Source: an optimization exercise on an open RTL-to-GDS flow (aim: small area). Production flows keep margins and buffers that such runs may drop. The RTL was checked by simulation tests, not by an equivalence proof against the original design.

==> module gate_sip_chiplet, before the edit <==
module gate_sip_chiplet (
    input  wire        TCK,
    input  wire        CE,
    input  wire        TMS,
    input  wire        TDI,
    input  wire        TRST_N,
    output wire        TDO,
    output wire        SCE,
    output wire        STMS,
    output wire        STDI,
    input  wire        STDO,
    input  wire [7:0]  func_in,
    output wire [7:0]  func_out,
    input  wire        scan_in,
    output wire        scan_out,
    input  wire [31:0] die_id,
    output wire [7:0]  security_status,
    output wire        tamper_detected
);
localparam CDR = 4'h9, SHDR = 4'hD, UDR = 4'hA, CIR = 4'h1, SHIR = 4'h5, UIR = 4'h2;
wire [3:0] st;
tap_controller tap_ctrl (.TCK(TCK), .CE(CE), .TMS(TMS), .TRST_N(TRST_N), .tap_state(st));
wire sh_dr = (st == SHDR);
wire sh_ir = (st == SHIR);
wire up_dr = (st == UDR);
wire up_ir = (st == UIR);
wire sr_load  = ~st[2];
wire sr_shift = st[2] & ~st[1] & st[0];
wire ir_col   = ~st[3];
reg  [3:0] ir_n;
wire [3:0] IR = ~ir_n;
wire ir_extest = (IR == 4'h0);
wire ir_idcode = (IR == 4'h1);
wire ir_config = (IR == 4'h3);
wire ir_bypass = (IR == 4'hF);
wire ir_zero   = (IR == 4'h6) | (IR == 4'h7);
reg [7:0]  config_reg;
reg [7:0]  wrapper_out;
reg        bypass_ff;
reg [31:0] sr;
wire [31:0] dr_cap = IR[1] ? {die_id[31:8], config_reg} :
                     IR[0] ? die_id : {die_id[31:8], func_in};
wire [31:0] cap = ir_col ? {dr_cap[31:4], 2'b01, IR[3:2]} : dr_cap;
wire        in8 = ~(IR[0] & ~IR[1]);
wire [31:0] shf = {TDI, sr[31:9], in8 ? TDI : sr[8], sr[7:5], ir_col ? TDI : sr[4], sr[3:1]};
wire sr_ld = CE & sr_load;
wire sr_sh = CE & sr_shift;
wire sr_hd = ~(sr_ld | sr_sh);
always @(posedge TCK)
    sr <= ({32{sr_ld}} & cap) | ({32{sr_sh}} & shf) | ({32{sr_hd}} & sr);
always @(posedge TCK or negedge TRST_N) begin
    if (!TRST_N) begin
        ir_n        <= 4'h0;
        config_reg  <= 8'h00;
        wrapper_out <= 8'h00;
        bypass_ff   <= 1'b0;
    end else if (CE) begin
        if (up_ir)
            ir_n <= ~sr[3:0];
        if (up_dr && ir_config)
            config_reg <= sr[7:0];
        if (up_dr && ir_extest)
            wrapper_out <= sr[7:0];
        if (sh_dr && ir_bypass)
            bypass_ff <= TDI;
    end
end
assign SCE  = CE & config_reg[0];
assign STMS = TMS;
assign STDI = TDI;
wire own = sh_ir | (sh_dr & (ir_extest | ir_idcode | ir_config));
assign TDO = own ? sr[0] :
             (sh_dr & ir_bypass) ? bypass_ff :
             (sh_dr & ir_zero) ? 1'b0 : STDO;
reg  [4:0] tq;
wire       tfb = ~((tq[1] & tq[3]) | (tq[1] & tq[4]) | (tq[3] & tq[4])) | (tq[1] & tq[3] & tq[4]);
always @(posedge TCK or negedge TRST_N) begin
    if (!TRST_N)
        tq <= 5'd0;
    else if (CE)
        tq <= {tq[3:0], tfb};
end
assign security_status = (|tq) ? 8'h55 : 8'hAA;
assign tamper_detected = |tq[4:1];
assign func_out = ir_extest ? wrapper_out : func_in + 8'd1;
assign scan_out = scan_in;
endmodule
==> flow/config.mk <==
export PLATFORM = sky130hd
export DESIGN_NAME = gate_sip_soc
export DESIGN_NICKNAME = gate_sip_soc
export VERILOG_FILES = /design/flow/design.v
export SDC_FILE = /design/flow/constraint.sdc
export NUM_CORES = 4
export LEC_CHECK = 0
export CAP_MARGIN = 20
export CORE_MARGIN = 2
export CORE_UTILIZATION = 65
export SLEW_MARGIN = 20
==> flow/constraint.sdc <==
create_clock -name core_clock -period 10.0 [get_ports {TCK}]
set_input_delay 2.0000 -clock core_clock [delete_from_list [all_inputs] [get_ports {TCK}]]
set_output_delay 2.0000 -clock core_clock [all_outputs]
set_load 0.01 [all_outputs]
standard.sh (not shown) runs the stock make flow with config.mk's settings and CLKGATE_MAP_FILE= SYNTH_SCRIPT=/design/flow/synth_recipe.tcl, a recipe that flattens the netlist after the stock synthesis.
==> flow/flow/run.sh <==
#!/bin/bash
# Own layout flow: the standard flow (standard.sh) with these changes:
#  - synthesis: ABC maps with flow/area.abc (area-oriented) instead of the speed script;
#    the rest of the synthesis script is synth_recipe.tcl unchanged;
#  - the port buffers are the smallest buffer (buf_1) instead of clkdlybuf4s50_1;
#  - the clock tree uses small clock buffers and no dummy loads.
# The make output goes to flow_make.log; each ORFS step logs under orfs/logs/.
set -euo pipefail
HERE=$(pwd)
{ head -n 1 synth_recipe.tcl
  sed "s|@ABC_SCRIPT@|$HERE/flow/area.abc|" flow/abc_override.tcl
  tail -n +2 synth_recipe.tcl; } > own_synth.tcl
sed "s|SYNTH_SCRIPT=[^ ]*|SYNTH_SCRIPT=$HERE/own_synth.tcl|" standard.sh > own_standard.sh
export BUFFER_PORTS_ARGS="-buffer_cell sky130_fd_sc_hd__buf_1"
export CTS_ARGS="-sink_clustering_enable -repair_clock_nets -dont_use_dummy_load -buf_list {sky130_fd_sc_hd__clkbuf_8} -root_buf sky130_fd_sc_hd__clkbuf_8"
bash own_standard.sh > flow_make.log 2>&1
==> flow/flow/abc_override.tcl <==
# Own synthesis: ABC maps the logic with an area-oriented script (flow/area.abc) in place of
# ORFS's speed script, and without the o22ai cells (amap pairs them with an inverter per
# input where an a22o does the same job in less area). Everything else is the standard
# synthesis, so the registers are the same.
proc abc {args} {
  set i [lsearch -exact $args -script]
  if {$i >= 0} { lset args [expr {$i + 1}] @ABC_SCRIPT@ }
  yosys abc {*}$args -dont_use sky130_fd_sc_hd__o22ai_1 -dont_use sky130_fd_sc_hd__o22ai_2 -dont_use sky130_fd_sc_hd__o22ai_4
}
==> flow/flow/area.abc <==
strash
dc2
dch -f
amap
topo
The first run finished with timing, DRC and antenna clean.
Next try:
--- a/flow/design.v
+++ b/flow/design.v
@@ -79,11 +79,13 @@
 reg [7:0]  wrapper_out;
 reg        bypass_ff;
 reg [31:0] sr;
-wire [31:0] dr_cap = IR[1] ? {die_id[31:8], config_reg} :
-                     IR[0] ? die_id : {die_id[31:8], func_in};
+wire [31:0] dr_cap = {die_id[31:8], IR[0] ? 7'd0 : func_in[7:1],
+                      IR[1] ? config_reg[0] : (~IR[0] & func_in[0])};
 wire [31:0] cap = ir_col ? {dr_cap[31:4], 2'b01, IR[3:2]} : dr_cap;
 wire        in8 = ~(IR[0] & ~IR[1]);
-wire [31:0] shf = {TDI, sr[31:9], in8 ? TDI : sr[8], sr[7:5], ir_col ? TDI : sr[4], sr[3:1]};
+wire        cfg_sh = IR[1] & ~ir_col;
+wire [31:0] shf = {TDI, sr[31:9], in8 ? TDI : sr[8], sr[7:5], ir_col ? TDI : sr[4], sr[3:2],
+                   cfg_sh ? config_reg[1] : sr[1]};
 wire sr_ld = CE & sr_load;
 wire sr_sh = CE & sr_shift;
 wire sr_hd = ~(sr_ld | sr_sh);
@@ -98,8 +100,10 @@
     end else if (CE) begin
         if (up_ir)
             ir_n <= ~sr[3:0];
+        if (sh_dr && ir_config)
+            config_reg[7:1] <= {TDI, config_reg[7:2]};
         if (up_dr && ir_config)
-            config_reg <= sr[7:0];
+            config_reg[0] <= sr[0];
         if (up_dr && ir_extest)
             wrapper_out <= sr[7:0];
         if (sh_dr && ir_bypass)
Routed wire length is lower by 4.6%.
Worst setup slack is better by 0.033 ns.
Flip-flop and latch count does not change.
Critical path depth is higher by 3.
Synthesized cell count is lower by 2.2%.
Global-route usage is lower by 1.6 points.
Utilization is lower by 0.44 points.
Count of clock-buffer cells in the layout does not change.
Die area is lower by 1.4%.

separate check: timing with driven ports:
The results above use ideal ports. As a check the final layouts listed here were re-extracted and re-timed, cells and wires unchanged. Step 1: set_driving_cell puts a clkbuf_16 on TCK and a buf_2 on each other input, an assumption about the parent block. Step 2 also shifts input and output timing later by t, the mid clock arrival at the registers, as if the neighbouring blocks saw the same clock. Three values: ideal, step 1, step 2; two values: the first two.
run | t (ns) | setup WS [ns] | worst hold slack (ns) | cell pins on the clock port's net
the first run | 0.485 | 4.760 / 4.738 / 4.738 | 0.384 / 0.384 / 0.384 | 1
the second run | 0.479 | 4.794 / 4.771 / 4.771 | 0.388 / 0.388 / 0.388 | 1
After both steps setup and hold are still met in every run listed. For the second run, which loses most, drivers alone change the setup slack by -0.023 ns; drivers and shift together by -0.023 ns.
